This design comes from an exercise in tuning for small area and a short achievable clock period on the open sky130 flow, not from production work.
No run shown here included a check of the RTL's function; only the layout flow was run.
Power is estimated from default activity; no workload was simulated.

==> flow/design.v (outline; a module is shown in full before it is edited, if it fits) <==
// module alu: 71 lines
// module row_mux4: 3 lines
// module mul_cs: 636 lines
// module csa_fa: 4 lines
// module csa_fx: 4 lines
// module csa_x2: 3 lines
// module csa_or: 3 lines
// module booth_row2: 4 lines
// module booth_row4: 4 lines
// module booth_row6: 4 lines
// module booth_row8: 4 lines
// module booth_row10: 4 lines
// module booth_row12: 4 lines
// module booth_row14: 4 lines
// module booth_row16: 4 lines
// module booth_row18: 4 lines
// module booth_row20: 4 lines
// module booth_row22: 4 lines
// module booth_row24: 4 lines
// module booth_row26: 4 lines
// module booth_row28: 4 lines
// module booth_row30: 4 lines
// module booth_row32: 4 lines
// module csa_xn: 3 lines
// module pfx_add: 540 lines
// module pfx_nand: 3 lines
// module pfx_nor: 3 lines
// module pfx_xnor: 3 lines
// module pfx_inv: 3 lines
// module pfx_aoi: 3 lines
// module pfx_oai: 3 lines
module alu #(parameter DATA_WIDTH = 32, OP = 3)
(
    input wire start,
    input wire clk,
    input wire reset_n,
    input wire [DATA_WIDTH - 1 : 0] A,
    input wire [DATA_WIDTH - 1 : 0] B,
    input wire [OP - 1 : 0] op,
    output wire [DATA_WIDTH - 1 : 0] result,
    output reg done
);
  // ...
==> flow/run.sh <==
#!/bin/bash
# synth_recipe.tcl (not shown) runs the flow's synth.tcl, then flattens the netlist and writes it again
# the make line also repeats each setting of config.mk as NAME=value (left out here)
make -C /OpenROAD-flow-scripts/flow DESIGN_CONFIG=/design/flow/config.mk WORK_HOME=/design/flow/orfs CLKGATE_MAP_FILE= SYNTH_SCRIPT=/design/flow/synth_recipe.tcl finish
==> flow/config.mk <==
export PLATFORM = sky130hd
export DESIGN_NAME = alu
export DESIGN_NICKNAME = alu
export VERILOG_FILES = /design/flow/design.v
export SDC_FILE = /design/flow/constraint.sdc
export NUM_CORES = 4
export LEC_CHECK = 0
export CAP_MARGIN = 20
export CORE_MARGIN = 2
export CORE_UTILIZATION = 45
export SETUP_SLACK_MARGIN = 5
export SLEW_MARGIN = 20
export SYNTH_HIERARCHICAL = 1
export SYNTH_MINIMUM_KEEP_SIZE = 0
==> flow/constraint.sdc <==
create_clock -name core_clock -period 9.5 [get_ports {clk}]
set_input_delay 1.9000 -clock core_clock [delete_from_list [all_inputs] [get_ports {clk}]]
set_output_delay 1.9000 -clock core_clock [all_outputs]
set_load 0.01 [all_outputs]
==> results.sh, run 1 <==
export IMPL_antenna_found_initial=0
export IMPL_nMultiInputCombCells=1487
export IMPL_chipHeight_um=205
export IMPL_cts_tree="done"
export IMPL_ant_nets=0
export IMPL_worst_setup_path_end_kind="primary output"
export IMPL_finalClockSkew_ns=0.0108
export IMPL_power_share_clock=0.077
export IMPL_top_layer_used="met4"
export IMPL_status="no timing/DRC/antenna violations"
export IMPL_holdBufCountCts=0
export IMPL_fmax_mhz=215
export IMPL_synthFlopType="dfxtp_1"
export IMPL_leakage_uw=0.00704
export IMPL_crit_end="result[24]"
export IMPL_use_met3=0.0369
export IMPL_first_pass_iters=6
export IMPL_synth_most_common_cell="xnor2_1"
export IMPL_register_area_sq_mm=0.00307
export IMPL_cts_buffers=17
export IMPL_combPwrFrac=0.815
export IMPL_nNetsFinal=2144
export IMPL_path_delay_family="compound AO/OA/AOI/OAI gates"
export IMPL_drv_cap=0
export IMPL_fin_ws_ns=4.85
export IMPL_yosysSeqAreaShare=0.167
export IMPL_seq_power_uw=949
export IMPL_wl_met2_mm=28.7
export IMPL_synth_async_reset_ratio=0.0132
export IMPL_relSlewSlack=0.324
export IMPL_clock_area_frac=0.0278
export IMPL_ys_types=41
export IMPL_via_count=14500
export IMPL_synth_top_cells_by_count="389 x xnor2_1, 196 x fa_1, 155 x nand2_1, 149 x dfxtp_1, 142 x o21ai_1"
==> inputs of run 2 (changes only) <==
==> flow/flow/run.sh (new file) <==
#!/bin/bash
# The standard layout flow (standard.sh, ORFS with the standard flow's config), with two changes:
#  - the ports are buffered with buf_2 cells (ORFS would pick clkdlybuf4s50_1 delay cells);
#  - repair_timing aims at a setup slack margin of 5 ns.
export BUFFER_PORTS_ARGS="-buffer_cell sky130_fd_sc_hd__buf_2"
bash standard.sh SETUP_SLACK_MARGIN=5 finish > standard.log 2>&1
==> flow/standard.sh (new file) <==
#!/bin/bash
# synth_recipe.tcl (not shown) runs the flow's synth.tcl, then flattens the netlist and writes it again
# the make line also repeats each setting of config.mk as NAME=value (left out here)
make -C /OpenROAD-flow-scripts/flow DESIGN_CONFIG=/design/flow/config.mk WORK_HOME=/design/flow/orfs CLKGATE_MAP_FILE= SYNTH_SCRIPT=/design/flow/synth_recipe.tcl "${@:-finish}"
removed: flow/run.sh
==> run 2 against run 1 <==
Effect of this change:
- sequential power is 2.7% lower
- die area unchanged
- critical endpoint is now result[30]
- count of clock-buffer cells in the layout unchanged
- largest cell class unchanged
- non-clock buffer count is 46 lower
- clock skew rose by 0.0044 ns
==> results.sh, run 2 <==
export IMPL_status="no timing/DRC/antenna violations"
export IMPL_clockBufferDepth=2
export IMPL_h_tree_depth=4
export IMPL_synth_most_common_cell="xnor2_1"
export IMPL_finalCritPeriodShare=0.464
export IMPL_chipHeight_um=205
export IMPL_critPathArrivalTime_ns=2.51
export IMPL_synth_area_leaders="fa_1 22%, xnor2_1 19%, dfxtp_1 16%"
export IMPL_fmax_mhz=227
export IMPL_path_class="reg -> out"
export IMPL_area_growth_syn_to_layout_pct=5.29
export IMPL_synth_edf_count=0
export IMPL_grt_overflow=0
export IMPL_cts_sinks=151
export IMPL_grt_pass1_wl_mm=87.6
export IMPL_yosys_area_top_type_share=0.216
export IMPL_synthCells=1836
export IMPL_grt_pass1_vias=14700
export IMPL_synthFlopType="dfxtp_1"
export IMPL_insertion_delay_ns=0.45
export IMPL_yosys_area_top_type="fa_1"
export IMPL_setup_viol=0
export IMPL_yosysSeqAreaShare=0.167
export IMPL_drc=0
export IMPL_synth_seq_cells=151
export IMPL_ios=103
export IMPL_powerDensity_mw_per_mm2=434
export IMPL_viasPerCell=5.96
export IMPL_postSynthAreaPerCell_sq_um=9.90
export IMPL_synth_xor_area_frac=0.205
export IMPL_drive_gt1_frac=0.243
export IMPL_tightest_slew_ns=0.898
export IMPL_dp_hpwl_mm=39.4
export IMPL_crit_fanout=4
export IMPL_post_drt_wl_per_cell_um=24.1
export IMPL_rows=73
export IMPL_final_common_cell="xnor2_1"
export IMPL_hp_class="reg -> reg"
export IMPL_gp_congestion=0.913
export IMPL_drtIter0Drc=1296
export IMPL_cp_data_required_time_ns=7.60
export IMPL_syn_area_sq_mm=0.0182
export IMPL_postCtsSetupBuffers=0
export IMPL_via_count=14100
export IMPL_synthMuxAreaShare=0
export IMPL_drv_cap=0
export IMPL_synth_simple_area_share=0.0751
export IMPL_final_cell_mix="362 x xnor2_1, 196 x fa_1, 155 x nand2_1, 135 x o21ai_1, 131 x a22oi_2"
export IMPL_synth_top_cells_by_count="389 x xnor2_1, 196 x fa_1, 155 x nand2_1, 149 x dfxtp_1, 142 x o21ai_1"
export IMPL_ant_nets=0
export IMPL_final_area_sq_mm=0.0191
export IMPL_synth_top_family_by_area="compound AO/OA/AOI/OAI gates"
export IMPL_fin_tns_setup_ns=0
export IMPL_grt_usage=0.276
export IMPL_synth_fa_ha_area_frac=0.216
export IMPL_synth_async_reset_ratio=0.0132
export IMPL_cts_tree="done"
export IMPL_fin_crit_ns=4.41
export IMPL_finalClockSkew_ns=0.0152
export IMPL_cts_root_buf="clkbuf_16"
export IMPL_grt_max_degree=70
export IMPL_relSlewSlack=0.400
export IMPL_rsz0062_at_grt="yes"
export IMPL_irDropWorstVdd_mv=0.468
export IMPL_holdBufCountCts=0
export IMPL_dpl_cell_area_sq_mm=0.0183
export IMPL_ys_types=41
export IMPL_die_area_sq_mm=0.0420
export IMPL_reg_top3="a_r: 32 flops, x_r: 32 flops, y_r: 32 flops"
export IMPL_drv_slew=0
export IMPL_synth_nets=2102
export IMPL_post_cts_resized=15
export IMPL_synth_compound_area_frac=0.252
export IMPL_clk_pin_slew_ns=0.08
export IMPL_first_pass_iters=5
export IMPL_io_buffers=102
export IMPL_core_sq_mm=0.0398
export IMPL_die_w_um=205
export IMPL_routed_wl_mm=57.2
export IMPL_yosysWarnings=7
export IMPL_worst_setup_path_end_kind="primary output"
export IMPL_crit_path_start_kind="flop"
export IMPL_nNetsFinal=2098
export IMPL_cts_buffers=17
export IMPL_start_util=0.457
export IMPL_leakage_uw=0.00659
export IMPL_antenna_found_initial=0
export IMPL_final_hold_viol_count=0
export IMPL_final_fill_count=3877
run 2: cell counts after synthesis:
No cell type changed its count.
run 2: worst paths after layout:
| kind | from | endpoint | slack (ns) | depth (start not counted) |
|---|---|---|---|---|
| min in group asynchronous | reset_n | done_reg | 1.22 | 1 |
| max reg2reg | btwo_r[2] | x_r[30] | 5.17 | 11 |
| min reg2reg | done_reg | done | 0.37 | 0 |
| min | done_reg | done | 0.37 | 0 |
| max in group asynchronous | reset_n | done | 8.18 | 1 |
| max | y_r[21] | result[30] | 5.09 | 9 |
run 2: logic make-up (layout without fill, tap and decap cells):
| group | Yosys count | after routing |
|---|---|---|
| AND/OR/NAND/NOR | 313 | 313 |
| flip-flops | 151 | 151 |
| AO/OA/AOI/OAI | 551 | 551 |
| other | 1 | 2 |
| XOR/XNOR | 426 | 426 |
| buffers and inverters | 198 | 207 |
| adder cells (fa/ha/maj) | 196 | 196 |
run 2: worst max-delay path: stages, from the launching register on:
cell	delay [ns]
dfxtp_1	0.32
xnor2_1	0.44
o21ai_1	0.23
a21oi_2	0.18
o21ai_1	0.14
a21oi_2	0.14
o21ai_1	0.10
xor2_1	0.34
nor2_4	0.04
buf_2	0.14
run 2: area by class of cell:
| type | instances | area, sq um | share of cell area |
|---|---|---|---|
| Timing Repair Buffer | 147 | 867 | 0.0453 |
| Sequential cell | 151 | 3060 | 0.160 |
| Inverter | 28 | 105 | 0.00549 |
| Clock buffer | 18 | 439 | 0.0229 |
| Clock inverter | 14 | 134 | 0.00699 |
| Multi-Input combinational cell | 1487 | 13900 | 0.725 |
| Tap cell | 525 | 657 | 0.0343 |
| Antenna cell | 1 | 2.50 | 0.000131 |
run 2: power by group:
group	switching, uW	total, uW	internal [uW]
logic	3500	6710	3210
registers	158	923	764
clock network	326	681	355
total	3990	8320	4330
run 2: per-layer routing:
layer	part of all wire	global-route usage	vias up	wire length, um
li1	-	-	6244	-
met5	0	0	-	0
met1	0.40	0.354	7018	23000
met3	0.080	0.0520	155	4560
met4	0.039	0.107	0	2240
met2	0.48	0.461	707	27300
run 2: modules after synthesis, one instance, submodules excluded, a selection:
| module | area (sq um) | flip-flops and latches | times used | cells |
|---|---|---|---|---|
| booth_row12 | 262 | 0 | 1 | 27 |
| row_mux4 | 20.0 | 0 | 16 | 4 |
| booth_row14 | 299 | 0 | 1 | 32 |
| pfx_xnor | 8.76 | 0 | 32 | 1 |
| booth_row20 | 434 | 0 | 1 | 46 |
| pfx_nand | 3.75 | 0 | 78 | 1 |
| pfx_nor | 3.75 | 0 | 57 | 1 |
| booth_row22 | 510 | 0 | 1 | 51 |
| booth_row32 | 591 | 0 | 1 | 74 |
| booth_row26 | 632 | 0 | 1 | 61 |
run 2: through the flow:
step / worst slack, ns / power (uW) / utilization / instances / hold slack (ns)
after floorplan: 5.02 / 8110 / - / 1836 / 0.331
after global routing: 4.96 / 9100 / 0.481 / 2370 / 0.382
after CTS: 4.98 / 8230 / 0.475 / 2370 / 0.372
after global placement: 5.05 / 7440 / 0.459 / 2338 / 0.338
final: 5.09 / 8320 / 0.481 / 2371 / 0.368
after detailed placement: 5.01 / 7510 / 0.459 / 2338 / 0.346
==> inputs of run 3 (changes only) <==
==> flow/flow/run.sh (replaced) <==
#!/bin/bash
# The standard layout flow (standard.sh, ORFS with the standard flow's config), with two changes:
#  - the ports are buffered with buf_2 cells (ORFS would pick clkdlybuf4s50_1 delay cells);
#  - repair_timing aims at a setup slack margin of 5.5 ns.
export BUFFER_PORTS_ARGS="-buffer_cell sky130_fd_sc_hd__buf_2"
bash standard.sh SETUP_SLACK_MARGIN=5.5 finish > standard.log 2>&1
==> run 3 against run 2 <==
Effect of this change:
- still clean on timing, DRC and antenna
- count of clock-buffer cells in the layout rose by 4
- register-to-register slack better by 0.39 ns
- worst hold slack worse by 0.0062 ns
- via count grew 9.9%
- final cell count rose by 8.5%
- routed wire length up 16%
- critical path type unchanged
==> results.sh, run 3 <==
export IMPL_worst_path_largest_cell_delay_ns=0.35
export IMPL_cp_data_required_time_ns=7.60
export IMPL_chipHeight_um=205
export IMPL_final_common_cell="xnor2_1"
export IMPL_status="no timing/DRC/antenna violations"
export IMPL_yosysWarnings=7
export IMPL_irDropWorstVdd_mv=0.585
export IMPL_finalClockSkew_ns=0.0132
export IMPL_rsz0062_at_grt="yes"
export IMPL_die_w_um=205
export IMPL_grt_pass1_wl_mm=97.7
export IMPL_h_tree_depth=4
export IMPL_drtIter0Drc=1404
export IMPL_leakage_uw=0.00833
export IMPL_synthFlopType="dfxtp_1"
export IMPL_dp_hpwl_mm=40.1
export IMPL_core_sq_mm=0.0398
export IMPL_fmax_mhz=237
export IMPL_hp_class="reg -> reg"
export IMPL_grt_max_degree=70
export IMPL_ys_types=41
export IMPL_synth_area_leaders="fa_1 22%, xnor2_1 19%, dfxtp_1 16%"
export IMPL_final_hold_viol_count=0
export IMPL_slowest_stage="dfxtp_2"
export IMPL_powerDensity_mw_per_mm2=407
export IMPL_use_met2=0.514
export IMPL_start_util=0.457
export IMPL_synth_seq_cells=151
export IMPL_die_area_sq_mm=0.0420
export IMPL_synth_most_common_cell="xnor2_1"
export IMPL_drv_cap=0
export IMPL_drc=0
export IMPL_io_buffers=102
export IMPL_path_class="reg -> out"
export IMPL_crit_path_start_kind="flop"
export IMPL_tightest_slew_ns=0.927
export IMPL_yosysSeqAreaShare=0.167
export IMPL_nNetsFinal=2299
export IMPL_post_drt_wl_per_cell_um=25.9
export IMPL_area_growth_syn_to_layout_pct=27.2
export IMPL_setup_viol=0
export IMPL_gp_congestion=0.930
export IMPL_grt_pass1_vias=15800
export IMPL_antenna_found_initial=1
export IMPL_grt_util_met1=0.375
export IMPL_critPathArrivalTime_ns=2.32
export IMPL_drv_slew=0
export IMPL_cts_buffers=17
export IMPL_ant_nets=0
export IMPL_grt_overflow=0
export IMPL_clockBufferDepth=2
export IMPL_drive_gt1_frac=0.456
export IMPL_cts_root_buf="clkbuf_16"
export IMPL_cts_sinks=151
export IMPL_finalCritPeriodShare=0.444
export IMPL_reg_top3="a_r: 32 flops, x_r: 32 flops, y_r: 32 flops"
export IMPL_postSynthAreaPerCell_sq_um=9.90
export IMPL_crit_fanout=4
export IMPL_cts_tree="done"
export IMPL_relSlewSlack=0.381
export IMPL_fin_crit_ns=4.22
export IMPL_fin_tns_setup_ns=0
export IMPL_final_cell_mix="328 x xnor2_1, 170 x buf_4, 162 x fa_1, 133 x nand2_1, 133 x a22oi_2"
export IMPL_finalPower_uw=9410
export IMPL_insertion_delay_ns=0.45
export IMPL_syn_area_sq_mm=0.0182
export IMPL_yosys_area_top_type_share=0.216
export IMPL_rows=73
export IMPL_synthCells=1836
export IMPL_worst_setup_path_end_kind="primary output"
export IMPL_first_pass_iters=5
export IMPL_grt_usage=0.314
export IMPL_synth_edf_count=0
export IMPL_yosys_area_top_type="fa_1"
export IMPL_viasPerCell=6.03
export IMPL_path_cells="xnor2_4, nor2_4, nand2_2, nor2_2, nand2_1, o21ai_2, xor2_1, nor2_1, buf_2"
export IMPL_top_usage_layer="met2"
export IMPL_synth_nets=2102
export IMPL_use_met3=0.0740
export IMPL_synth_top_cells_by_count="389 x xnor2_1, 196 x fa_1, 155 x nand2_1, 149 x dfxtp_1, 142 x o21ai_1"
export IMPL_via_count=15500
export IMPL_clk_pin_slew_ns=0.07
export IMPL_synth_async_reset_ratio=0.0132
export IMPL_routed_wl_mm=66.6
export IMPL_ios=103
-- run 3: cell types whose count changed in the layout (fill, tap and decap cells not counted), sizes merged --
| cell | delta |
|---|---|
| clkbuf | +6 |
| bufbuf | +8 |
| inv | -2 |
| clkinv | -1 |
| diode | +1 |
| clkinvlp | -2 |
| bufinv | +1 |
| buf | +191 |
-- run 3: report_power, final --
group,total [uW],leakage [uW],internal [uW],switching (uW)
Combinational,7700,0.00674,3810,3890
Clock,698,0.000288,390,308
Sequential,1020,0.00131,779,237
Total,9410,0.00833,4980,4430
-- run 3: worst paths after layout --
| check | cells after the start | slack (ns) | endpoint | startpoint |
|---|---|---|---|---|
| max | 9 | 5.28 | result[16] | x_r[15] |
| min | 0 | 0.36 | done | done_reg |
| max reg2reg | 12 | 5.56 | y_r[20] | bone_r[2] |
| min reg2reg | 0 | 0.36 | done | done_reg |
| max in group asynchronous | 1 | 8.18 | done | reset_n |
| min in group asynchronous | 1 | 1.22 | done_reg | reset_n |
-- run 3: layout make-up --
class / count / area, sq um
fill: 3363 / 16700
multi-input combinational: 1487 / 15200
sequential: 151 / 3310
timing repair buffer: 348 / 3220
tap: 525 / 657
clock buffer: 22 / 475
clock inverter: 10 / 105
inverter: 28 / 105
antenna: 2 / 5.00
-- run 3: repair_timing --
action / in CTS / in global routing
pin swaps: 53 / 105
hold buffers: 0 / 0
gates cloned: 8 / 2
buffers inserted: 116 / 92
gates resized for setup: 348 / 160
setup endpoints to repair: 54 / 45
-- run 3: cell families (layout without fill, tap and decap cells) --
kind of cell,count (synthesis),in the layout,synth area share
simple gates,313,313,0.0751
other cells,1,3,0.000206
xor+xnor,426,426,0.205
fa+ha+maj,196,196,0.216
flops,151,151,0.167
compound gates,551,551,0.252
buf+inv,198,408,0.0849
-- run 3: metal layers --
metal	share of wire	up-vias
li1	-	6665
met1	0.37	7715
met2	0.47	901
met3	0.093	245
met4	0.061	2
met5	0.00026	-
-- run 3: per-stage QoR --
step,hold slack (ns),setup WS (ns),area [sq um],std cells,util
2_1_floorplan,0.331,5.47,18300,1836,-
3_3_place_gp,0.335,5.10,18200,2321,0.458
3_5_place_dp,0.341,5.03,18200,2321,0.458
4_1_cts,0.360,5.26,21700,2477,0.544
5_1_grt,0.380,5.19,23100,2571,0.580
6_report,0.361,5.28,23100,2573,0.581
-- run 3: Yosys stat by module (local to each module, per instance), excerpt --
module | flip-flops and latches | cell area [sq um] | times used
booth_row30 | 0 | 606 | 1
booth_row32 | 0 | 591 | 1
booth_row18 | 0 | 413 | 1
booth_row16 | 0 | 369 | 1
booth_row14 | 0 | 299 | 1
booth_row12 | 0 | 262 | 1
booth_row10 | 0 | 243 | 1
booth_row8 | 0 | 148 | 1
booth_row4 | 0 | 76.3 | 1
booth_row2 | 0 | 33.8 | 1
row_mux4 | 0 | 20.0 | 16
pfx_aoi | 0 | 8.76 | 57
csa_xn | 0 | 8.76 | 58
pfx_oai | 0 | 5.00 | 78
pfx_inv | 0 | 3.75 | 11
-- run 3: worst max-delay path, delay by kind of cell, from the launching register on --
family	cells	cell delay, ns
and+or+nand+nor	5	0.70
xor gates and xnor gates	2	0.44
DFF	1	0.35
AOI/OAI and AO/OA	1	0.24
buffers and inverters	1	0.15

separate check: timing with driven ports:
In the flow no input, the clock included, has a driving cell. The finished layouts below were timed again as built, in two steps. Step 1 assumes that a clkbuf_16 drives the clock port and a buf_2 every other input. Step 2 adds t to the input delays and takes it off the output delays; t is the mean of the earliest and latest rising clock arrival at the registers after step 1. Input paths then give back, and output paths get back, about the clock's delay inside the block. Three values: ideal, step 1, step 2; two values: the first two.
run	t, ns	slack for setup (ns)	worst register clock-pin slew, ns	worst data-port slew with drivers (ns)
run 1	0.516	4.854 / 4.798 / 5.057	0.07 / 0.07	0.11
run 2	0.489	5.092 / 5.040 / 5.166	0.08 / 0.08	0.09
run 3	0.495	5.279 / 5.224 / 5.561	0.07 / 0.07	0.10
After both steps every run listed still meets setup and hold.
